This design comes from an exercise in tuning for a short achievable clock period on the open sky130 flow, not from production work. The RTL was checked by simulation tests, not by an equivalence proof against the original design. In this run the design's own scripts or RTL, not TritonCTS, make the clock network. No driver is modelled on the clock port, so clock power and skew are understated where the tree is cut down; a real chip needs a root buffer or a tree. Power and IR drop assume default switching activity.

===== constraint.sdc =====
create_clock -name core_clock -period 5.0 [get_ports {clk}]
set_input_delay 1.0000 -clock core_clock [delete_from_list [all_inputs] [get_ports {clk}]]
set_output_delay 1.0000 -clock core_clock [all_outputs]
set_load 0.01 [all_outputs]

===== flow/manual_cts.tcl =====
# Manual two-level clock tree: the clock port drives NROOT root buffers, each
# root drives the leaf buffers of one region, and each leaf buffer drives a
# cluster of about LEAF_SIZE neighbouring flip-flops.
set leaf_size [expr {[info exists ::env(MCTS_LEAF_SIZE)] ? $::env(MCTS_LEAF_SIZE) : 28}]
set nroot [expr {[info exists ::env(MCTS_NROOT)] ? $::env(MCTS_NROOT) : 4}]
set bufcell [expr {[info exists ::env(MCTS_BUF)] ? $::env(MCTS_BUF) : "sky130_fd_sc_hd__clkbuf_16"}]
set rootcell [expr {[info exists ::env(MCTS_ROOTBUF)] ? $::env(MCTS_ROOTBUF) : "sky130_fd_sc_hd__clkbuf_16"}]

set block [ord::get_db_block]
set dbu [$block getDbUnitsPerMicron]
set clk_port_name [get_full_name [lindex [get_property [lindex [all_clocks] 0] sources] 0]]
set clknet [$block findNet $clk_port_name]

# sinks: every instance pin on the clock net, with its location in um
set sinks {}
foreach it [$clknet getITerms] {
  set inst [$it getInst]
  set bb [$inst getBBox]
  set x [expr {([$bb xMin] + [$bb xMax]) / 2.0 / $dbu}]
  set y [expr {([$bb yMin] + [$bb yMax]) / 2.0 / $dbu}]
  lappend sinks [list [$inst getName]/[[$it getMTerm] getName] $x $y]
}
set n [llength $sinks]
puts "manual_cts: $n sinks on $clk_port_name"

# split a list of {name x y} into groups of near-equal size on a grid
proc grid_split {items ngroups} {
  set xs [lsort -real [lmap i $items {lindex $i 1}]]
  set ys [lsort -real [lmap i $items {lindex $i 2}]]
  set w [expr {max(1.0, [lindex $xs end] - [lindex $xs 0])}]
  set h [expr {max(1.0, [lindex $ys end] - [lindex $ys 0])}]
  set nx [expr {max(1, int(round(sqrt($ngroups * $w / $h))))}]
  if {$nx > $ngroups} { set nx $ngroups }
  set ny [expr {int(ceil(double($ngroups) / $nx))}]
  set byx [lsort -real -index 1 $items]
  set m [llength $byx]
  set groups {}
  for {set i 0} {$i < $nx} {incr i} {
    set a [expr {$i * $m / $nx}]
    set b [expr {($i + 1) * $m / $nx - 1}]
    set col [lsort -real -index 2 [lrange $byx $a $b]]
    set mc [llength $col]
    # snake order so neighbouring groups stay close
    for {set j 0} {$j < $ny} {incr j} {
      set c [expr {$j * $mc / $ny}]
      set d [expr {($j + 1) * $mc / $ny - 1}]
      if {$d >= $c} { lappend groups [lrange $col $c $d] }
    }
  }
  return $groups
}

proc centroid {g} {
  set sx 0; set sy 0
  foreach i $g { set sx [expr {$sx + [lindex $i 1]}]; set sy [expr {$sy + [lindex $i 2]}] }
  return [list [expr {$sx / [llength $g]}] [expr {$sy / [llength $g]}]]
}

set nleaf [expr {int(ceil(double($n) / $leaf_size))}]
set leaves {}
set k 0
foreach g [grid_split $sinks $nleaf] {
  lassign [centroid $g] cx cy
  set pins [lmap i $g {get_pins [lindex $i 0]}]
  set name clkleaf_$k
  insert_buffer -buffer_cell $bufcell -net $clk_port_name -load_pins $pins -location [list $cx $cy] -buffer_name $name -net_name clknet_leaf_$k
  set drv [[[$block findITerm [lindex $g 0 0]] getNet] getFirstOutput]
  lappend leaves [list [[$drv getInst] getName]/A $cx $cy]
  incr k
}
puts "manual_cts: $k leaf buffers"
set k 0
foreach g [grid_split $leaves $nroot] {
  lassign [centroid $g] cx cy
  set pins [lmap i $g {get_pins [lindex $i 0]}]
  insert_buffer -buffer_cell $rootcell -net $clk_port_name -load_pins $pins -location [list $cx $cy] -buffer_name clkroot_$k -net_name clknet_root_$k
  incr k
}
puts "manual_cts: $k root buffers"
foreach net [$block getNets] {
  if {[string match clknet_* [$net getName]] || [$net getName] eq $clk_port_name} { $net setSigType CLOCK }
}
set_propagated_clock [all_clocks]

# The tree is complete: TritonCTS, which cts.tcl calls next, has nothing left to do.
rename clock_tree_synthesis triton_clock_tree_synthesis
proc clock_tree_synthesis {args} { puts "manual_cts: clock tree built by manual_cts.tcl" }

===== standard.sh =====
#!/bin/bash
# synth_recipe.tcl (not shown) runs the flow's synth.tcl, then flattens the netlist and writes it again
# the make line also repeats each setting of config.mk as NAME=value (left out here)
make -C /OpenROAD-flow-scripts/flow DESIGN_CONFIG=/design/flow/config.mk WORK_HOME=/design/flow/orfs CLKGATE_MAP_FILE= SYNTH_SCRIPT=/design/flow/synth_recipe.tcl "${@:-finish}"

===== design.v =====
module pe (
    input clk,
    input rst,
    input ok,
    input [7:0] a,
    input [7:0] b,
    output reg [15:0] result
);
    reg [48:0] s1;
    reg [28:0] s2;
    wire pp0_0 = a[0] & b[0];
    wire pp0_1 = a[0] & b[1];
    wire pp0_2 = a[0] & b[2];
    wire pp0_3 = a[0] & b[3];
    wire pp0_4 = a[0] & b[4];
    wire pp0_5 = a[0] & b[5];
    wire pp0_6 = a[0] & b[6];
    wire pp0_7 = a[0] & b[7];
    wire pp1_0 = a[1] & b[0];
    wire pp1_1 = a[1] & b[1];
    wire pp1_2 = a[1] & b[2];
    wire pp1_3 = a[1] & b[3];
    wire pp1_4 = a[1] & b[4];
    wire pp1_5 = a[1] & b[5];
    wire pp1_6 = a[1] & b[6];
    wire pp1_7 = a[1] & b[7];
    wire pp2_0 = a[2] & b[0];
    wire pp2_1 = a[2] & b[1];
    wire pp2_2 = a[2] & b[2];
    wire pp2_3 = a[2] & b[3];
    wire pp2_4 = a[2] & b[4];
    wire pp2_5 = a[2] & b[5];
    wire pp2_6 = a[2] & b[6];
    wire pp2_7 = a[2] & b[7];
    wire pp3_0 = a[3] & b[0];
    wire pp3_1 = a[3] & b[1];
    wire pp3_2 = a[3] & b[2];
    wire pp3_3 = a[3] & b[3];
    wire pp3_4 = a[3] & b[4];
    wire pp3_5 = a[3] & b[5];
    wire pp3_6 = a[3] & b[6];
    wire pp3_7 = a[3] & b[7];
    wire pp4_0 = a[4] & b[0];
    wire pp4_1 = a[4] & b[1];
    wire pp4_2 = a[4] & b[2];
    wire pp4_3 = a[4] & b[3];
    wire pp4_4 = a[4] & b[4];
    wire pp4_5 = a[4] & b[5];
    wire pp4_6 = a[4] & b[6];
    wire pp4_7 = a[4] & b[7];
    wire pp5_0 = a[5] & b[0];
    wire pp5_1 = a[5] & b[1];
    wire pp5_2 = a[5] & b[2];
    wire pp5_3 = a[5] & b[3];
    wire pp5_4 = a[5] & b[4];
    wire pp5_5 = a[5] & b[5];
    wire pp5_6 = a[5] & b[6];
    wire pp5_7 = a[5] & b[7];
    wire pp6_0 = a[6] & b[0];
    wire pp6_1 = a[6] & b[1];
    wire pp6_2 = a[6] & b[2];
    wire pp6_3 = a[6] & b[3];
    wire pp6_4 = a[6] & b[4];
    wire pp6_5 = a[6] & b[5];
    wire pp6_6 = a[6] & b[6];
    wire pp6_7 = a[6] & b[7];
    wire pp7_0 = a[7] & b[0];
    wire pp7_1 = a[7] & b[1];
    wire pp7_2 = a[7] & b[2];
    wire pp7_3 = a[7] & b[3];
    wire pp7_4 = a[7] & b[4];
    wire pp7_5 = a[7] & b[5];
    wire pp7_6 = a[7] & b[6];
    wire pp7_7 = a[7] & b[7];
    wire xs1;
    wire xc2;
    assign xs1 = pp0_6 ^ pp1_5;
    assign xc2 = pp0_6 & pp1_5;
    wire xs3;
    wire xc4;
    assign xs3 = pp0_7 ^ pp1_6 ^ pp2_5;
    assign xc4 = (pp0_7 & pp1_6) | (pp2_5 & (pp0_7 ^ pp1_6));
    wire xs5;
    wire xc6;
    assign xs5 = pp3_4 ^ pp4_3;
    assign xc6 = pp3_4 & pp4_3;
    wire xs7;
    wire xc8;
    assign xs7 = pp1_7 ^ pp2_6 ^ pp3_5;
    assign xc8 = (pp1_7 & pp2_6) | (pp3_5 & (pp1_7 ^ pp2_6));
    wire xs9;
    wire xc10;
    assign xs9 = pp4_4 ^ pp5_3;
    assign xc10 = pp4_4 & pp5_3;
    wire xs11;
    wire xc12;
    assign xs11 = pp2_7 ^ pp3_6 ^ pp4_5;
    assign xc12 = (pp2_7 & pp3_6) | (pp4_5 & (pp2_7 ^ pp3_6));
    wire xs13;
    wire xc14;
    assign xs13 = pp0_4 ^ pp1_3;
    assign xc14 = pp0_4 & pp1_3;
    wire xs15;
    wire xc16;
    assign xs15 = pp0_5 ^ pp1_4 ^ pp2_3;
    assign xc16 = (pp0_5 & pp1_4) | (pp2_3 & (pp0_5 ^ pp1_4));
    wire xs17;
    wire xc18;
    assign xs17 = pp3_2 ^ pp4_1;
    assign xc18 = pp3_2 & pp4_1;
    wire xs19;
    wire xc20;
    assign xs19 = pp2_4 ^ pp3_3 ^ pp4_2;
    assign xc20 = (pp2_4 & pp3_3) | (pp4_2 & (pp2_4 ^ pp3_3));
    wire xs21;
    wire xc22;
    assign xs21 = pp5_1 ^ pp6_0 ^ xs1;
    assign xc22 = (pp5_1 & pp6_0) | (xs1 & (pp5_1 ^ pp6_0));
    wire xs23;
    wire xc24;
    assign xs23 = pp5_2 ^ pp6_1 ^ pp7_0;
    assign xc24 = (pp5_2 & pp6_1) | (pp7_0 & (pp5_2 ^ pp6_1));
    wire xs25;
    wire xc26;
    assign xs25 = xs3 ^ xs5 ^ xc2;
    assign xc26 = (xs3 & xs5) | (xc2 & (xs3 ^ xs5));
    wire xs27;
    wire xc28;
    assign xs27 = pp6_2 ^ pp7_1 ^ xs7;
    assign xc28 = (pp6_2 & pp7_1) | (xs7 & (pp6_2 ^ pp7_1));
    wire xs29;
    wire xc30;
    assign xs29 = xs9 ^ xc4 ^ xc6;
    assign xc30 = (xs9 & xc4) | (xc6 & (xs9 ^ xc4));
    wire xs31;
    wire xc32;
    assign xs31 = pp5_4 ^ pp6_3 ^ pp7_2;
    assign xc32 = (pp5_4 & pp6_3) | (pp7_2 & (pp5_4 ^ pp6_3));
    wire xs33;
    wire xc34;
    assign xs33 = xs11 ^ xc8 ^ xc10;
    assign xc34 = (xs11 & xc8) | (xc10 & (xs11 ^ xc8));
    wire xs35;
    wire xc36;
    assign xs35 = pp3_7 ^ pp4_6 ^ pp5_5;
    assign xc36 = (pp3_7 & pp4_6) | (pp5_5 & (pp3_7 ^ pp4_6));
    wire xs37;
    wire xc38;
    assign xs37 = pp6_4 ^ pp7_3 ^ xc12;
    assign xc38 = (pp6_4 & pp7_3) | (xc12 & (pp6_4 ^ pp7_3));
    wire xs39;
    wire xc40;
    assign xs39 = pp4_7 ^ pp5_6 ^ pp6_5;
    assign xc40 = (pp4_7 & pp5_6) | (pp6_5 & (pp4_7 ^ pp5_6));
    wire xs41;
    wire xc42;
    assign xs41 = s1[6] ^ s1[7];
    assign xc42 = s1[6] & s1[7];
    wire xs43;
    wire xc44;
    assign xs43 = s1[10] ^ s1[11] ^ s1[12];
    assign xc44 = (s1[10] & s1[11]) | (s1[12] & (s1[10] ^ s1[11]));
    wire xs45;
    wire xc46;
    assign xs45 = s1[14] ^ s1[15] ^ s1[16];
    assign xc46 = (s1[14] & s1[15]) | (s1[16] & (s1[14] ^ s1[15]));
    wire xs47;
    wire xc48;
    assign xs47 = s1[18] ^ s1[19] ^ s1[20];
    assign xc48 = (s1[18] & s1[19]) | (s1[20] & (s1[18] ^ s1[19]));
    wire xs49;
    wire xc50;
    assign xs49 = s1[22] ^ s1[23] ^ s1[24];
    assign xc50 = (s1[22] & s1[23]) | (s1[24] & (s1[22] ^ s1[23]));
    wire xs51;
    wire xc52;
    assign xs51 = s1[26] ^ s1[27] ^ s1[28];
    assign xc52 = (s1[26] & s1[27]) | (s1[28] & (s1[26] ^ s1[27]));
    wire xs53;
    wire xc54;
    assign xs53 = s1[30] ^ s1[31] ^ s1[32];
    assign xc54 = (s1[30] & s1[31]) | (s1[32] & (s1[30] ^ s1[31]));
    wire xs55;
    wire xc56;
    assign xs55 = s1[34] ^ s1[35] ^ s1[36];
    assign xc56 = (s1[34] & s1[35]) | (s1[36] & (s1[34] ^ s1[35]));
    wire xs57;
    wire xc58;
    assign xs57 = s1[38] ^ s1[39] ^ s1[40];
    assign xc58 = (s1[38] & s1[39]) | (s1[40] & (s1[38] ^ s1[39]));
    wire xs59;
    wire xc60;
    assign xs59 = s1[42] ^ s1[43] ^ s1[44];
    assign xc60 = (s1[42] & s1[43]) | (s1[44] & (s1[42] ^ s1[43]));
    wire xs61;
    wire xc62;
    assign xs61 = s1[3] ^ s1[4];
    assign xc62 = s1[3] & s1[4];
    wire xs63;
    wire xc64;
    assign xs63 = s1[8] ^ s1[9] ^ xs41;
    assign xc64 = (s1[8] & s1[9]) | (xs41 & (s1[8] ^ s1[9]));
    wire xs65;
    wire xc66;
    assign xs65 = s1[13] ^ xs43 ^ xc42;
    assign xc66 = (s1[13] & xs43) | (xc42 & (s1[13] ^ xs43));
    wire xs67;
    wire xc68;
    assign xs67 = s1[17] ^ xs45 ^ xc44;
    assign xc68 = (s1[17] & xs45) | (xc44 & (s1[17] ^ xs45));
    wire xs69;
    wire xc70;
    assign xs69 = s1[21] ^ xs47 ^ xc46;
    assign xc70 = (s1[21] & xs47) | (xc46 & (s1[21] ^ xs47));
    wire xs71;
    wire xc72;
    assign xs71 = s1[25] ^ xs49 ^ xc48;
    assign xc72 = (s1[25] & xs49) | (xc48 & (s1[25] ^ xs49));
    wire xs73;
    wire xc74;
    assign xs73 = s1[29] ^ xs51 ^ xc50;
    assign xc74 = (s1[29] & xs51) | (xc50 & (s1[29] ^ xs51));
    wire xs75;
    wire xc76;
    assign xs75 = s1[33] ^ xs53 ^ xc52;
    assign xc76 = (s1[33] & xs53) | (xc52 & (s1[33] ^ xs53));
    wire xs77;
    wire xc78;
    assign xs77 = s1[37] ^ xs55 ^ xc54;
    assign xc78 = (s1[37] & xs55) | (xc54 & (s1[37] ^ xs55));
    wire xs79;
    wire xc80;
    assign xs79 = s1[41] ^ xs57 ^ xc56;
    assign xc80 = (s1[41] & xs57) | (xc56 & (s1[41] ^ xs57));
    wire xs81;
    wire xc82;
    assign xs81 = s1[45] ^ xs59 ^ xc58;
    assign xc82 = (s1[45] & xs59) | (xc58 & (s1[45] ^ xs59));
    wire xs83;
    wire xc84;
    assign xs83 = s1[46] ^ s1[47] ^ xc60;
    assign xc84 = (s1[46] & s1[47]) | (xc60 & (s1[46] ^ s1[47]));
    wire h85;
    wire g86;
    assign h85 = s1[1] ^ s1[2];
    assign g86 = s1[1] & s1[2];
    wire h87;
    wire g88;
    assign h87 = s1[5] ^ xs61;
    assign g88 = s1[5] & xs61;
    wire h89;
    wire g90;
    assign h89 = xs63 ^ xc62;
    assign g90 = xs63 & xc62;
    wire h91;
    wire g92;
    assign h91 = xs65 ^ xc64;
    assign g92 = xs65 & xc64;
    wire h93;
    wire g94;
    assign h93 = xs67 ^ xc66;
    assign g94 = xs67 & xc66;
    wire h95;
    wire g96;
    assign h95 = xs69 ^ xc68;
    assign g96 = xs69 & xc68;
    wire h97;
    wire g98;
    assign h97 = xs71 ^ xc70;
    assign g98 = xs71 & xc70;
    wire h99;
    wire g100;
    assign h99 = xs73 ^ xc72;
    assign g100 = xs73 & xc72;
    wire h101;
    wire g102;
    assign h101 = xs75 ^ xc74;
    assign g102 = xs75 & xc74;
    wire h103;
    wire g104;
    assign h103 = xs77 ^ xc76;
    assign g104 = xs77 & xc76;
    wire h105;
    wire g106;
    assign h105 = xs79 ^ xc78;
    assign g106 = xs79 & xc78;
    wire h107;
    wire g108;
    assign h107 = xs81 ^ xc80;
    assign g108 = xs81 & xc80;
    wire h109;
    wire g110;
    assign h109 = xs83 ^ xc82;
    assign g110 = xs83 & xc82;
    wire h111;
    wire g112;
    assign h111 = s1[48] ^ xc84;
    assign g112 = s1[48] & xc84;
    wire [48:0] s1_d;
    assign s1_d[0] = pp0_0;
    assign s1_d[1] = pp0_1;
    assign s1_d[2] = pp1_0;
    assign s1_d[3] = pp0_2;
    assign s1_d[4] = pp1_1;
    assign s1_d[5] = pp2_0;
    assign s1_d[6] = pp0_3;
    assign s1_d[7] = pp1_2;
    assign s1_d[8] = pp2_1;
    assign s1_d[9] = pp3_0;
    assign s1_d[10] = pp2_2;
    assign s1_d[11] = pp3_1;
    assign s1_d[12] = pp4_0;
    assign s1_d[13] = xs13;
    assign s1_d[14] = pp5_0;
    assign s1_d[15] = xs15;
    assign s1_d[16] = xs17;
    assign s1_d[17] = xc14;
    assign s1_d[18] = xs19;
    assign s1_d[19] = xs21;
    assign s1_d[20] = xc16;
    assign s1_d[21] = xc18;
    assign s1_d[22] = xs23;
    assign s1_d[23] = xs25;
    assign s1_d[24] = xc20;
    assign s1_d[25] = xc22;
    assign s1_d[26] = xs27;
    assign s1_d[27] = xs29;
    assign s1_d[28] = xc24;
    assign s1_d[29] = xc26;
    assign s1_d[30] = xs31;
    assign s1_d[31] = xs33;
    assign s1_d[32] = xc28;
    assign s1_d[33] = xc30;
    assign s1_d[34] = xs35;
    assign s1_d[35] = xs37;
    assign s1_d[36] = xc32;
    assign s1_d[37] = xc34;
    assign s1_d[38] = pp7_4;
    assign s1_d[39] = xs39;
    assign s1_d[40] = xc36;
    assign s1_d[41] = xc38;
    assign s1_d[42] = pp5_7;
    assign s1_d[43] = pp6_6;
    assign s1_d[44] = pp7_5;
    assign s1_d[45] = xc40;
    assign s1_d[46] = pp6_7;
    assign s1_d[47] = pp7_6;
    assign s1_d[48] = pp7_7;
    wire [28:0] s2_d;
    assign s2_d[0] = s1[0];
    assign s2_d[1] = h85;
    assign s2_d[2] = g86;
    assign s2_d[3] = h87;
    assign s2_d[4] = g88;
    assign s2_d[5] = h89;
    assign s2_d[6] = g90;
    assign s2_d[7] = h91;
    assign s2_d[8] = g92;
    assign s2_d[9] = h93;
    assign s2_d[10] = g94;
    assign s2_d[11] = h95;
    assign s2_d[12] = g96;
    assign s2_d[13] = h97;
    assign s2_d[14] = g98;
    assign s2_d[15] = h99;
    assign s2_d[16] = g100;
    assign s2_d[17] = h101;
    assign s2_d[18] = g102;
    assign s2_d[19] = h103;
    assign s2_d[20] = g104;
    assign s2_d[21] = h105;
    assign s2_d[22] = g106;
    assign s2_d[23] = h107;
    assign s2_d[24] = g108;
    assign s2_d[25] = h109;
    assign s2_d[26] = g110;
    assign s2_d[27] = h111;
    assign s2_d[28] = g112;
    wire pg113;
    wire pp114;
    wire px115;
    assign pg113 = (racc[0] ^ s2[0]) & 1'b0;
    assign pp114 = (racc[0] ^ s2[0]) ^ 1'b0;
    assign px115 = (racc[0] ^ s2[0]) ^ 1'b0;
    wire pg116;
    wire pp117;
    wire px118;
    assign pg116 = (racc[1] ^ s2[1]) & (racc[0] & s2[0]);
    assign pp117 = (racc[1] ^ s2[1]) ^ (racc[0] & s2[0]);
    assign px118 = (racc[1] ^ s2[1]) ^ (racc[0] & s2[0]);
    wire pg119;
    wire pp120;
    wire px121;
    assign pg119 = (racc[2] ^ s2[3]) & (racc[1] ? (s2[1] | s2[2]) : s2[2]);
    assign pp120 = (racc[2] ^ s2[3]) ^ (racc[1] ? (s2[1] | s2[2]) : s2[2]);
    assign px121 = (racc[2] ^ s2[3]) ^ (racc[1] ? (s2[1] | s2[2]) : s2[2]);
    wire pg122;
    wire pp123;
    wire px124;
    assign pg122 = (racc[3] ^ s2[5]) & (racc[2] ? (s2[3] | s2[4]) : s2[4]);
    assign pp123 = (racc[3] ^ s2[5]) ^ (racc[2] ? (s2[3] | s2[4]) : s2[4]);
    assign px124 = (racc[3] ^ s2[5]) ^ (racc[2] ? (s2[3] | s2[4]) : s2[4]);
    wire pg125;
    wire pp126;
    wire px127;
    assign pg125 = (racc[4] ^ s2[7]) & (racc[3] ? (s2[5] | s2[6]) : s2[6]);
    assign pp126 = (racc[4] ^ s2[7]) ^ (racc[3] ? (s2[5] | s2[6]) : s2[6]);
    assign px127 = (racc[4] ^ s2[7]) ^ (racc[3] ? (s2[5] | s2[6]) : s2[6]);
    wire pg128;
    wire pp129;
    wire px130;
    assign pg128 = (racc[5] ^ s2[9]) & (racc[4] ? (s2[7] | s2[8]) : s2[8]);
    assign pp129 = (racc[5] ^ s2[9]) ^ (racc[4] ? (s2[7] | s2[8]) : s2[8]);
    assign px130 = (racc[5] ^ s2[9]) ^ (racc[4] ? (s2[7] | s2[8]) : s2[8]);
    wire pg131;
    wire pp132;
    wire px133;
    assign pg131 = (racc[6] ^ s2[11]) & (racc[5] ? (s2[9] | s2[10]) : s2[10]);
    assign pp132 = (racc[6] ^ s2[11]) ^ (racc[5] ? (s2[9] | s2[10]) : s2[10]);
    assign px133 = (racc[6] ^ s2[11]) ^ (racc[5] ? (s2[9] | s2[10]) : s2[10]);
    wire pg134;
    wire pp135;
    wire px136;
    assign pg134 = (racc[7] ^ s2[13]) & (racc[6] ? (s2[11] | s2[12]) : s2[12]);
    assign pp135 = (racc[7] ^ s2[13]) ^ (racc[6] ? (s2[11] | s2[12]) : s2[12]);
    assign px136 = (racc[7] ^ s2[13]) ^ (racc[6] ? (s2[11] | s2[12]) : s2[12]);
    wire pg137;
    wire pp138;
    wire px139;
    assign pg137 = (racc[8] ^ s2[15]) & (racc[7] ? (s2[13] | s2[14]) : s2[14]);
    assign pp138 = (racc[8] ^ s2[15]) ^ (racc[7] ? (s2[13] | s2[14]) : s2[14]);
    assign px139 = (racc[8] ^ s2[15]) ^ (racc[7] ? (s2[13] | s2[14]) : s2[14]);
    wire pg140;
    wire pp141;
    wire px142;
    assign pg140 = (racc[9] ^ s2[17]) & (racc[8] ? (s2[15] | s2[16]) : s2[16]);
    assign pp141 = (racc[9] ^ s2[17]) ^ (racc[8] ? (s2[15] | s2[16]) : s2[16]);
    assign px142 = (racc[9] ^ s2[17]) ^ (racc[8] ? (s2[15] | s2[16]) : s2[16]);
    wire pg143;
    wire pp144;
    wire px145;
    assign pg143 = (racc[10] ^ s2[19]) & (racc[9] ? (s2[17] | s2[18]) : s2[18]);
    assign pp144 = (racc[10] ^ s2[19]) ^ (racc[9] ? (s2[17] | s2[18]) : s2[18]);
    assign px145 = (racc[10] ^ s2[19]) ^ (racc[9] ? (s2[17] | s2[18]) : s2[18]);
    wire pg146;
    wire pp147;
    wire px148;
    assign pg146 = (racc[11] ^ s2[21]) & (racc[10] ? (s2[19] | s2[20]) : s2[20]);
    assign pp147 = (racc[11] ^ s2[21]) ^ (racc[10] ? (s2[19] | s2[20]) : s2[20]);
    assign px148 = (racc[11] ^ s2[21]) ^ (racc[10] ? (s2[19] | s2[20]) : s2[20]);
    wire pg149;
    wire pp150;
    wire px151;
    assign pg149 = (racc[12] ^ s2[23]) & (racc[11] ? (s2[21] | s2[22]) : s2[22]);
    assign pp150 = (racc[12] ^ s2[23]) ^ (racc[11] ? (s2[21] | s2[22]) : s2[22]);
    assign px151 = (racc[12] ^ s2[23]) ^ (racc[11] ? (s2[21] | s2[22]) : s2[22]);
    wire pg152;
    wire pp153;
    wire px154;
    assign pg152 = (racc[13] ^ s2[25]) & (racc[12] ? (s2[23] | s2[24]) : s2[24]);
    assign pp153 = (racc[13] ^ s2[25]) ^ (racc[12] ? (s2[23] | s2[24]) : s2[24]);
    assign px154 = (racc[13] ^ s2[25]) ^ (racc[12] ? (s2[23] | s2[24]) : s2[24]);
    wire pg155;
    wire pp156;
    wire px157;
    assign pg155 = (racc[14] ^ s2[27]) & (racc[13] ? (s2[25] | s2[26]) : s2[26]);
    assign pp156 = (racc[14] ^ s2[27]) ^ (racc[13] ? (s2[25] | s2[26]) : s2[26]);
    assign px157 = (racc[14] ^ s2[27]) ^ (racc[13] ? (s2[25] | s2[26]) : s2[26]);
    wire pg158;
    wire pp159;
    wire px160;
    assign pg158 = racc[15] & (racc[14] ? (s2[27] | s2[28]) : s2[28]);
    assign pp159 = racc[15] ^ (racc[14] ? (s2[27] | s2[28]) : s2[28]);
    assign px160 = racc[15] ^ (racc[14] ? (s2[27] | s2[28]) : s2[28]);
    wire pG161;
    wire pP162;
    assign pG161 = pg116 | (pp117 & pg113);
    assign pP162 = pp117 & pp114;
    wire pG163;
    wire pP164;
    assign pG163 = pg119 | (pp120 & pg116);
    assign pP164 = pp120 & pp117;
    wire pG165;
    wire pP166;
    assign pG165 = pg122 | (pp123 & pg119);
    assign pP166 = pp123 & pp120;
    wire pG167;
    wire pP168;
    assign pG167 = pg125 | (pp126 & pg122);
    assign pP168 = pp126 & pp123;
    wire pG169;
    wire pP170;
    assign pG169 = pg128 | (pp129 & pg125);
    assign pP170 = pp129 & pp126;
    wire pG171;
    wire pP172;
    assign pG171 = pg131 | (pp132 & pg128);
    assign pP172 = pp132 & pp129;
    wire pG173;
    wire pP174;
    assign pG173 = pg134 | (pp135 & pg131);
    assign pP174 = pp135 & pp132;
    wire pG175;
    wire pP176;
    assign pG175 = pg137 | (pp138 & pg134);
    assign pP176 = pp138 & pp135;
    wire pG177;
    wire pP178;
    assign pG177 = pg140 | (pp141 & pg137);
    assign pP178 = pp141 & pp138;
    wire pG179;
    wire pP180;
    assign pG179 = pg143 | (pp144 & pg140);
    assign pP180 = pp144 & pp141;
    wire pG181;
    wire pP182;
    assign pG181 = pg146 | (pp147 & pg143);
    assign pP182 = pp147 & pp144;
    wire pG183;
    wire pP184;
    assign pG183 = pg149 | (pp150 & pg146);
    assign pP184 = pp150 & pp147;
    wire pG185;
    wire pP186;
    assign pG185 = pg152 | (pp153 & pg149);
    assign pP186 = pp153 & pp150;
    wire pG187;
    wire pP188;
    assign pG187 = pg155 | (pp156 & pg152);
    assign pP188 = pp156 & pp153;
    wire pG189;
    wire pP190;
    assign pG189 = pg158 | (pp159 & pg155);
    assign pP190 = pp159 & pp156;
    wire pG191;
    wire pP192;
    assign pG191 = pG163 | (pP164 & pg113);
    assign pP192 = pP164 & pp114;
    wire pG193;
    wire pP194;
    assign pG193 = pG165 | (pP166 & pG161);
    assign pP194 = pP166 & pP162;
    wire pG195;
    wire pP196;
    assign pG195 = pG167 | (pP168 & pG163);
    assign pP196 = pP168 & pP164;
    wire pG197;
    wire pP198;
    assign pG197 = pG169 | (pP170 & pG165);
    assign pP198 = pP170 & pP166;
    wire pG199;
    wire pP200;
    assign pG199 = pG171 | (pP172 & pG167);
    assign pP200 = pP172 & pP168;
    wire pG201;
    wire pP202;
    assign pG201 = pG173 | (pP174 & pG169);
    assign pP202 = pP174 & pP170;
    wire pG203;
    wire pP204;
    assign pG203 = pG175 | (pP176 & pG171);
    assign pP204 = pP176 & pP172;
    wire pG205;
    wire pP206;
    assign pG205 = pG177 | (pP178 & pG173);
    assign pP206 = pP178 & pP174;
    wire pG207;
    wire pP208;
    assign pG207 = pG179 | (pP180 & pG175);
    assign pP208 = pP180 & pP176;
    wire pG209;
    wire pP210;
    assign pG209 = pG181 | (pP182 & pG177);
    assign pP210 = pP182 & pP178;
    wire pG211;
    wire pP212;
    assign pG211 = pG183 | (pP184 & pG179);
    assign pP212 = pP184 & pP180;
    wire pG213;
    wire pP214;
    assign pG213 = pG185 | (pP186 & pG181);
    assign pP214 = pP186 & pP182;
    wire pG215;
    wire pP216;
    assign pG215 = pG187 | (pP188 & pG183);
    assign pP216 = pP188 & pP184;
    wire pG217;
    wire pP218;
    assign pG217 = pG189 | (pP190 & pG185);
    assign pP218 = pP190 & pP186;
    wire pG219;
    wire pP220;
    assign pG219 = pG195 | (pP196 & pg113);
    assign pP220 = pP196 & pp114;
    wire pG221;
    wire pP222;
    assign pG221 = pG197 | (pP198 & pG161);
    assign pP222 = pP198 & pP162;
    wire pG223;
    wire pP224;
    assign pG223 = pG199 | (pP200 & pG191);
    assign pP224 = pP200 & pP192;
    wire pG225;
    wire pP226;
    assign pG225 = pG201 | (pP202 & pG193);
    assign pP226 = pP202 & pP194;
    wire pG227;
    wire pP228;
    assign pG227 = pG203 | (pP204 & pG195);
    assign pP228 = pP204 & pP196;
    wire pG229;
    wire pP230;
    assign pG229 = pG205 | (pP206 & pG197);
    assign pP230 = pP206 & pP198;
    wire pG231;
    wire pP232;
    assign pG231 = pG207 | (pP208 & pG199);
    assign pP232 = pP208 & pP200;
    wire pG233;
    wire pP234;
    assign pG233 = pG209 | (pP210 & pG201);
    assign pP234 = pP210 & pP202;
    wire pG235;
    wire pP236;
    assign pG235 = pG211 | (pP212 & pG203);
    assign pP236 = pP212 & pP204;
    wire pG237;
    wire pP238;
    assign pG237 = pG213 | (pP214 & pG205);
    assign pP238 = pP214 & pP206;
    wire pG239;
    wire pP240;
    assign pG239 = pG215 | (pP216 & pG207);
    assign pP240 = pP216 & pP208;
    wire pG241;
    wire pP242;
    assign pG241 = pG217 | (pP218 & pG209);
    assign pP242 = pP218 & pP210;
    wire pG243;
    wire pP244;
    assign pG243 = pG227 | (pP228 & pg113);
    assign pP244 = pP228 & pp114;
    wire pG245;
    wire pP246;
    assign pG245 = pG229 | (pP230 & pG161);
    assign pP246 = pP230 & pP162;
    wire pG247;
    wire pP248;
    assign pG247 = pG231 | (pP232 & pG191);
    assign pP248 = pP232 & pP192;
    wire pG249;
    wire pP250;
    assign pG249 = pG233 | (pP234 & pG193);
    assign pP250 = pP234 & pP194;
    wire pG251;
    wire pP252;
    assign pG251 = pG235 | (pP236 & pG219);
    assign pP252 = pP236 & pP220;
    wire pG253;
    wire pP254;
    assign pG253 = pG237 | (pP238 & pG221);
    assign pP254 = pP238 & pP222;
    wire pG255;
    wire pP256;
    assign pG255 = pG239 | (pP240 & pG223);
    assign pP256 = pP240 & pP224;
    wire pG257;
    wire pP258;
    assign pG257 = pG241 | (pP242 & pG225);
    assign pP258 = pP242 & pP226;
    wire ps259;
    assign ps259 = px118 ^ pg113;
    wire ps260;
    assign ps260 = px121 ^ pG161;
    wire ps261;
    assign ps261 = px124 ^ pG191;
    wire ps262;
    assign ps262 = px127 ^ pG193;
    wire ps263;
    assign ps263 = px130 ^ pG219;
    wire ps264;
    assign ps264 = px133 ^ pG221;
    wire ps265;
    assign ps265 = px136 ^ pG223;
    wire ps266;
    assign ps266 = px139 ^ pG225;
    wire ps267;
    assign ps267 = px142 ^ pG243;
    wire ps268;
    assign ps268 = px145 ^ pG245;
    wire ps269;
    assign ps269 = px148 ^ pG247;
    wire ps270;
    assign ps270 = px151 ^ pG249;
    wire ps271;
    assign ps271 = px154 ^ pG251;
    wire ps272;
    assign ps272 = px157 ^ pG253;
    wire ps273;
    assign ps273 = px160 ^ pG255;
    wire [15:0] acc_x = {ps273, ps272, ps271, ps270, ps269, ps268, ps267, ps266, ps265, ps264, ps263, ps262, ps261, ps260, ps259, px115};
    wire [15:0] acc_y = {1'b0, 1'b0, 1'b0, 1'b0, 1'b0, 1'b0, 1'b0, 1'b0, 1'b0, 1'b0, 1'b0, 1'b0, 1'b0, 1'b0, 1'b0, 1'b0};
    reg [15:0] racc_n;
    wire [15:0] racc = ~racc_n;
    always @(posedge clk) s1 <= s1_d;
    always @(posedge clk or posedge rst) begin
        if (rst) begin
            s2 <= 0;
            result <= 0;
            racc_n <= 16'hffff;
        end else begin
            s2 <= ok ? s2_d : 0;
            result <= acc_x;
            racc_n <= ~acc_x;
        end
    end
endmodule
module systolic_array
#(
    parameter DATA_BIT = 8
)
(
    input [DATA_BIT-1:0] input_west0,
    input [DATA_BIT-1:0] input_west4,
    input [DATA_BIT-1:0] input_west8,
    input [DATA_BIT-1:0] input_west12,
    input [DATA_BIT-1:0] input_north0,
    input [DATA_BIT-1:0] input_north1,
    input [DATA_BIT-1:0] input_north2,
    input [DATA_BIT-1:0] input_north3,
    input clk,
    input rst,
    output reg done,
    output [2*DATA_BIT-1:0] result0, result1, result2, result3,
                            result4, result5, result6, result7,
                            result8, result9, result10, result11,
                            result12, result13, result14, result15
);
    reg [3:0] count;
    reg [7:0] wd0_0, wd0_1, wd0_2, wd1_0, wd1_1, wd1_2, wd2_0, wd2_1, wd2_2, wd3_0, wd3_1, wd3_2;
    reg [7:0] nd0_0, nd0_1, nd0_2, nd1_0, nd1_1, nd1_2, nd2_0, nd2_1, nd2_2, nd3_0, nd3_1, nd3_2;
    always @(posedge clk) begin
            wd0_0 <= input_west0;  wd0_1 <= wd0_0; wd0_2 <= wd0_1;
            wd1_0 <= input_west4;  wd1_1 <= wd1_0; wd1_2 <= wd1_1;
            wd2_0 <= input_west8;  wd2_1 <= wd2_0; wd2_2 <= wd2_1;
            wd3_0 <= input_west12; wd3_1 <= wd3_0; wd3_2 <= wd3_1;
            nd0_0 <= input_north0; nd0_1 <= nd0_0; nd0_2 <= nd0_1;
            nd1_0 <= input_north1; nd1_1 <= nd1_0; nd1_2 <= nd1_1;
            nd2_0 <= input_north2; nd2_1 <= nd2_0; nd2_2 <= nd2_1;
            nd3_0 <= input_north3; nd3_1 <= nd3_0; nd3_2 <= nd3_1;
    end
    reg [3:0] vld;
    always @(posedge clk or posedge rst) begin
        if (rst) vld <= 4'b0;
        else vld <= {vld[2:0], 1'b1};
    end
    pe P0 (.clk(clk), .rst(rst), .ok(vld[0]), .a(input_north0), .b(input_west0), .result(result0));
    pe P1 (.clk(clk), .rst(rst), .ok(vld[1]), .a(input_north1), .b(wd0_0), .result(result1));
    pe P2 (.clk(clk), .rst(rst), .ok(vld[2]), .a(input_north2), .b(wd0_1), .result(result2));
    pe P3 (.clk(clk), .rst(rst), .ok(vld[3]), .a(input_north3), .b(wd0_2), .result(result3));
    pe P4 (.clk(clk), .rst(rst), .ok(vld[1]), .a(nd0_0), .b(input_west4), .result(result4));
    pe P5 (.clk(clk), .rst(rst), .ok(vld[1]), .a(nd1_0), .b(wd1_0), .result(result5));
    pe P6 (.clk(clk), .rst(rst), .ok(vld[2]), .a(nd2_0), .b(wd1_1), .result(result6));
    pe P7 (.clk(clk), .rst(rst), .ok(vld[3]), .a(nd3_0), .b(wd1_2), .result(result7));
    pe P8 (.clk(clk), .rst(rst), .ok(vld[2]), .a(nd0_1), .b(input_west8), .result(result8));
    pe P9 (.clk(clk), .rst(rst), .ok(vld[2]), .a(nd1_1), .b(wd2_0), .result(result9));
    pe P10 (.clk(clk), .rst(rst), .ok(vld[2]), .a(nd2_1), .b(wd2_1), .result(result10));
    pe P11 (.clk(clk), .rst(rst), .ok(vld[3]), .a(nd3_1), .b(wd2_2), .result(result11));
    pe P12 (.clk(clk), .rst(rst), .ok(vld[3]), .a(nd0_2), .b(input_west12), .result(result12));
    pe P13 (.clk(clk), .rst(rst), .ok(vld[3]), .a(nd1_2), .b(wd3_0), .result(result13));
    pe P14 (.clk(clk), .rst(rst), .ok(vld[3]), .a(nd2_2), .b(wd3_1), .result(result14));
    pe P15 (.clk(clk), .rst(rst), .ok(vld[3]), .a(nd3_2), .b(wd3_2), .result(result15));
    always @(posedge clk or posedge rst) begin
        if (rst) begin
            done <= 0;
            count <= 0;
        end else begin
            if (count == 9) begin
                done <= 1;
                count <= 0;
            end else begin
                done <= 0;
                count <= count + 1;
            end
        end
    end
endmodule

===== flow/run.sh =====
#!/bin/bash
# The standard ORFS flow (the standard.sh), except that the clock tree is a
# two-level tree built by flow/manual_cts.tcl (sourced as the PRE_CTS_TCL hook).
set -euo pipefail
here=$(pwd)
bash standard.sh synth > synth.log 2>&1
bash standard.sh floorplan > floorplan.log 2>&1
bash standard.sh place > place.log 2>&1
PRE_CTS_TCL=$here/flow/manual_cts.tcl bash standard.sh cts > cts.log 2>&1
grep -q "manual_cts: clock tree built" orfs/logs/sky130hd/systolic_array/base/4_1_cts.log
bash standard.sh finish > finish.log 2>&1

===== config.mk =====
export PLATFORM = sky130hd
export DESIGN_NAME = systolic_array
export DESIGN_NICKNAME = systolic_array
export VERILOG_FILES = /design/flow/design.v
export SDC_FILE = /design/flow/constraint.sdc
export NUM_CORES = 4
export LEC_CHECK = 0
export ABC_AREA = 1
export CAP_MARGIN = 20
export CORE_MARGIN = 2
export CORE_UTILIZATION = 65
export PLACE_DENSITY = 0.75
export SETUP_SLACK_MARGIN = 3.2
export SLEW_MARGIN = 20

==> flow_summary.ini <==
[synthesis]
synth_area_per_cell_um2 = 8.80
yosysTopAreaCellShare_pct = 20.2
ys_warn_count = 2
async_reset_ff_share_pct = 50.2
synth-edff-count = 0
synthTopCellsByCount = 3429 x inv_1, 2844 x nand2_1, 976 x dfxtp_1, 729 x dfrtp_1
synth_cells = 11000
ys_seq_area_share_pct = 46.0
yosysTopAreaCell = dfxtp_1
syn_nets = 12200
yosys.cell_count.top_type = inv_1
syn_area_um2 = 96800
ys_ff_latch = 1961
ys.flop_type = dfxtp_1
ys_types = 25
yosys-top-cells-area = dfxtp_1 20%, dfrtp_1 19%, inv_1 13%

[sta]
holdWs_ps = 399
fin_crit_ps = 2210
fmax_ghz = 0.452
tns_ps = 0
finalMaxSlewViolations = 0
finalSetupViolCount = 0
max-slew-margin-rel_pct = 14.0
worstMarginPinSlew_ps = 1290
skew_ps = 41.4
period_share_pct = 44.3
final_hold_viol_count = 0
worst_slack_ps = 2790
rsz0062_at_grt = yes

[worst_setup_path]
cp_max_fo = 1
crit_cells = 1
critPathRequiredTime_ps = 4000
worstRegToRegCells = 12
crit_start = P3.result[4]$_DFF_PP0_
cp-start-kind = flop
critical-path-max-stage-delay_ps = 500
path_cells = buf_6
cp-endpoint = result3[4]
worst_setup_path_end_kind = output pin
cp.arrival_ps = 1210
crit_buf_inv = 1
critical-path-top-delay-family = flip-flops
r2r-end = P3.result[15]$_DFF_PP0_
rrSetupSlack_ps = 2890
slowest_stage = dfrtp_2
critPathKind = flop to output pin
reg2reg_from = P3.racc_n[0]$_DFF_PP1_

[global_route]
met1_usage_pct = 36.2
grt_use_met3_pct = 2.57
grt_util_all_layers_pct = 27.7
grt_pass1_wl_um = 339000
grt_max_degree = 91
grt-busiest-layer = met2
antenna_found_initial = 17
use_met2_pct = 49.3
grt_pass1_vias = 67600
overflow = 0

[cts]
clk_pin_slew_ps = 110
clk_latency_ps = 570

[routing]
vias = 66500
vias_per_cell = 4.97
drt_iter0_drc = 3496
drt_pass1_iterations = 8
avgRoutedWirePerCell_um = 16.8
antenna_left = 0
wl_um = 224000
drc_errors = 0

[flow_run]
cap_viol_max_count = 0

[cells_and_area]
area_growth_pct = 20.0
nets = 12700
final_area_um2 = 116000
drive_gt1_share_pct = 31.4
final_cells = 13400

[power_and_ir_drop]
vdd_ir_drop_max_mv = 0.517
power.leakage_nw = 66.1
p_per_area_nw_per_um2 = 629

[place]
port-buffer-count = 322
place_inst = 13000
dp_hpwl_um = 153000
gp_congestion = 0.883
pre_cts_slack_ps = 1850
place_area_um2 = 102000

[die]
fp.dieH_um = 390
rows = 141
coreArea_um2 = 148000
fp.dieW_um = 390
die_area_um2 = 152000
start_util_pct = 65.5
num_io_pins = 323

[hold_path]
hold_class = flop to flop

[outcome]
status = complete, no violations
==> area by class of cell, without the clock buffers <==
class	count	area, um^2
Tap cell	1930	2410
Multi-Input combinational cell	5307	48000
Antenna cell	2	5.00
Timing Repair Buffer	677	5800
Sequential cell	1961	45100
Fill cell	9404	31700
Inverter	3429	12900
==> worst min path at each step <==
| stage | from | end | cells after the start |
|---|---|---|---|
| finish | P14.s1[0]$_DFF_P_ | P14.s2[0]$_DFF_PP0_ | 2 |
| global route | P14.s1[0]$_DFF_P_ | P14.s2[0]$_DFF_PP0_ | 2 |
| CTS | P14.s1[0]$_DFF_P_ | P14.s2[0]$_DFF_PP0_ | 2 |
| detailed placement | P6.s1[0]$_DFF_P_ | P6.s2[0]$_DFF_PP0_ | 2 |
| global placement | P14.s1[0]$_DFF_P_ | P14.s2[0]$_DFF_PP0_ | 2 |
| floorplan | nd0_0[0]$_DFF_P_ | nd0_1[0]$_DFF_P_ | 0 |
==> report_power, final <==
group	switching, mW	internal, mW
registers	2.64	20.5
clock network	4.63	2.70
logic	24.5	18.0
==> per-layer routing <==
layer | wire length, um | up-vias
li1 | - | 31600
met1 | 90800 | 33000
met2 | 115000 | 1502
met3 | 9930 | 403
met4 | 8460 | 16
met5 | 97 | -
==> kinds of logic after synthesis <==
family                     after synthesis  share of synthesized area [%]
AOI/OAI and AO/OA                      322                           2.24
xor gates and xnor gates               370                           3.53
adders and majority gates             1152                           19.4
buffers and inverters                 3737                           14.5
DFF                                   1961                           46.0
other                                    1                        0.00387
and+or+nand+nor                       3462                           14.4
==> through the flow <==
stage / total power [mW] / util, %
finish: 73.1 / 78.6
global route: 78.0 / 78.6
CTS: 61.9 / 72.6
detailed placement: 51.1 / 68.8
global placement: 50.5 / 68.8
floorplan: 42.3 / -
==> cells in the final DEF, fill, tap and decap left out, drive strengths merged <==
master	synthesis	layout
a21oi	98	98
buf	33	651
bufbuf	0	1
clkbuf	275	83
clkdlybuf4s15	0	2
clkdlybuf4s50	0	1
clkinvlp	0	1
conb	1	1
dfrtp	729	729
dfstp	256	256
dfxtp	976	976
diode	0	2
dlygate4sd2	0	15
fa	576	576
ha	576	576
inv	3429	3428
nand2	2882	2882
nand3	336	336
nor2	194	194
nor3	33	33
o21bai	224	224
or2	17	17
xnor2	242	242
xor2	128	128
==> what timing repair did <==
item | in CTS | in global routing
endpoints found under the setup margin | 2013 | 1199
buffers inserted | 124 | 195
hold endpoints to repair | 0 | 0
hold buffers | 0 | 0
gates resized for setup | 2636 | 1933
cloned | 6 | 2
pin swaps | 740 | 840

==> port drivers added, routing unchanged <==
In the flow no input, the clock included, has a driving cell. The finished layout below was timed again as built, in two steps. Step 1 assumes that a clkbuf_16 drives the clock port and a buf_2 every other input. Step 2, shift: input delay + t, output delay - t, t = (earliest + latest rising clock arrival at the registers) / 2. This alone moves slack from input paths to output paths. Slacks: ideal ports / drivers / drivers and shift; pairs: ideal ports / drivers.
shift t [ns]: 0.737
slack for setup (ns): 2.787 / 2.603 / 2.471
clock arrival spread, ns: 0.042 / 0.042
worst data-port slew with drivers (ns): 0.23
After both steps setup and hold are still met in this run. The setup slack of this run moves by -0.184 ns with the drivers and by -0.316 ns with both steps.
